From an optimization exercise on the open Yosys and OpenROAD flow, aimed at small area; shortcuts taken in it are not production practice. Only simulation tests tie the RTL to the original design; equivalence was not proved. Power figures rest on the tool's default switching activity, not on a simulated workload.

// uart_ctrl
module uart_ctrl #(
  parameter int unsigned UartDataWidth  = 8,
  parameter int unsigned BusDataWidth   = 32,
  parameter int unsigned FifoDepth      = 16,
  parameter int unsigned ClockFrequency = 50_000_000,
  parameter int unsigned OverSampleRate = 16
) (
  input  logic                    clk_i,
  input  logic                    rst_i,
  input  logic                    rxd_i,
  input  logic                    bus_wr_en_i,
  input  logic [BusDataWidth-1:0] bus_addr_i,
  input  logic [BusDataWidth-1:0] bus_wdata_i,
  output logic                    txd_o,
  output logic [BusDataWidth-1:0] bus_rdata_o
);
Size in the first run: about 100 I/O pins.
Settings: LEC_CHECK=0, CAP_MARGIN=20, CORE_MARGIN=2, CORE_UTILIZATION=40, CTS_BUF_LIST=sky130_fd_sc_hd__clkbuf_16, CTS_CLUSTER_DIAMETER=80, CTS_CLUSTER_SIZE=24, SLEW_MARGIN=20; clock period 20.0 ns.
run.sh (not shown) runs the stock make flow with config.mk's settings and CLKGATE_MAP_FILE= SYNTH_SCRIPT=/design/flow/synth_recipe.tcl, a recipe that flattens the netlist after the stock synthesis.
The first run completed without violations.
Then changed:
==> flow/flow/run.sh (new file) <==
#!/bin/bash
# Layout flow: the standard ORFS flow (standard.sh) with three changes:
#  - clock tree synthesis without dummy loads, clkbuf_16 clusters of up to 24 sinks;
#  - port buffers are buf_1 cells;
#  - after placement repair, a power-recovery pass of repair_timing downsizes
#    cells on paths with slack (flow/recover.tcl).
# Each step's full output goes to the ORFS logs under orfs/logs/; make's own
# output goes to flow_make.log in the work folder.
set -euo pipefail
W=$(pwd)
CTS="-sink_clustering_enable -repair_clock_nets -dont_use_dummy_load -sink_clustering_size 24 -sink_clustering_max_diameter 80 -buf_list sky130_fd_sc_hd__clkbuf_16"
bash "$W/standard.sh" \
  "CTS_ARGS=$CTS" \
  "BUFFER_PORTS_ARGS=-buffer_cell sky130_fd_sc_hd__buf_1" \
  "POST_RESIZE_TCL=$W/flow/recover.tcl" \
  finish > "$W/flow_make.log" 2>&1
==> flow/flow/recover.tcl (new file) <==
puts "AREA before recover: [rsz::design_area]"
repair_timing -recover_power 100 -verbose
puts "AREA after recover: [rsz::design_area]"
==> flow/standard.sh (new file) <==
#!/bin/bash
# synth_recipe.tcl (not shown) runs the flow's synth.tcl, then flattens the netlist and writes it again
# the make line also repeats each setting of config.mk as NAME=value (left out here)
make -C /OpenROAD-flow-scripts/flow DESIGN_CONFIG=/design/flow/config.mk WORK_HOME=/design/flow/orfs CLKGATE_MAP_FILE= SYNTH_SCRIPT=/design/flow/synth_recipe.tcl "${@:-finish}"
--- a/flow/config.mk
+++ b/flow/config.mk
@@ -9,6 +9,3 @@
 export CORE_MARGIN = 2
 export CORE_UTILIZATION = 40
-export CTS_BUF_LIST = sky130_fd_sc_hd__clkbuf_16
-export CTS_CLUSTER_DIAMETER = 80
-export CTS_CLUSTER_SIZE = 24
 export SLEW_MARGIN = 20
removed: flow/run.sh
=>
- The new run completed with no timing, DRC or antenna violations
- final area fell by 2.5%
- routed wire length decreases by 0.39%
- worst setup slack improved by 0.73 ns
- utilization shrinks by 1.1 points
- via count falls by 0.59%
Then changed:
==> flow/run.sh (new file) <==
#!/bin/bash
# synth_recipe.tcl (not shown) runs the flow's synth.tcl, then flattens the netlist and writes it again
# the make line also repeats each setting of config.mk as NAME=value (left out here)
make -C /OpenROAD-flow-scripts/flow DESIGN_CONFIG=/design/flow/config.mk WORK_HOME=/design/flow/orfs CLKGATE_MAP_FILE= SYNTH_SCRIPT=/design/flow/synth_recipe.tcl finish
--- a/flow/config.mk
+++ b/flow/config.mk
@@ -9,3 +9,6 @@
 export CORE_MARGIN = 2
 export CORE_UTILIZATION = 40
+export CTS_BUF_LIST = sky130_fd_sc_hd__clkbuf_8
+export CTS_CLUSTER_DIAMETER = 50
+export CTS_CLUSTER_SIZE = 15
 export SLEW_MARGIN = 20
removed: flow/flow/run.sh
removed: flow/flow/recover.tcl
removed: flow/standard.sh
After rerunning: The new run ran to the end with no violations; non-clock buffer count falls by 3; count of clock-buffer cells in the layout grows by 16; power is higher by 6.7%.

## separate check: timing with driven ports
The flow's constraints put no driver on any port. The routed layouts listed below were extracted and timed again, unchanged, in two steps.
Step 1: set_driving_cell puts a clkbuf_16 on clk_i and a buf_2 on each other input, an assumption about the parent block.
Step 2 also shifts input and output timing later by t, the mid clock arrival at the registers, as if the neighbouring blocks saw the same clock.
Slacks: no drivers / after step 1 / after step 2; pairs: no drivers / after step 1.
| run | shift t [ns] | setup slack, ns | worst setup path at the end | clock arrival spread, ns |
|---|---|---|---|---|
| the first run | 0.554 | 9.618 / 9.597 / 9.597 | input to output | 0.022 / 0.023 |
| the second run | 0.550 | 10.346 / 10.327 / 10.327 | input to output | 0.060 / 0.061 |
| the third run | 0.633 | 9.600 / 9.579 / 9.579 | input to output | 0.046 / 0.046 |
After both steps every run listed still meets setup and hold.
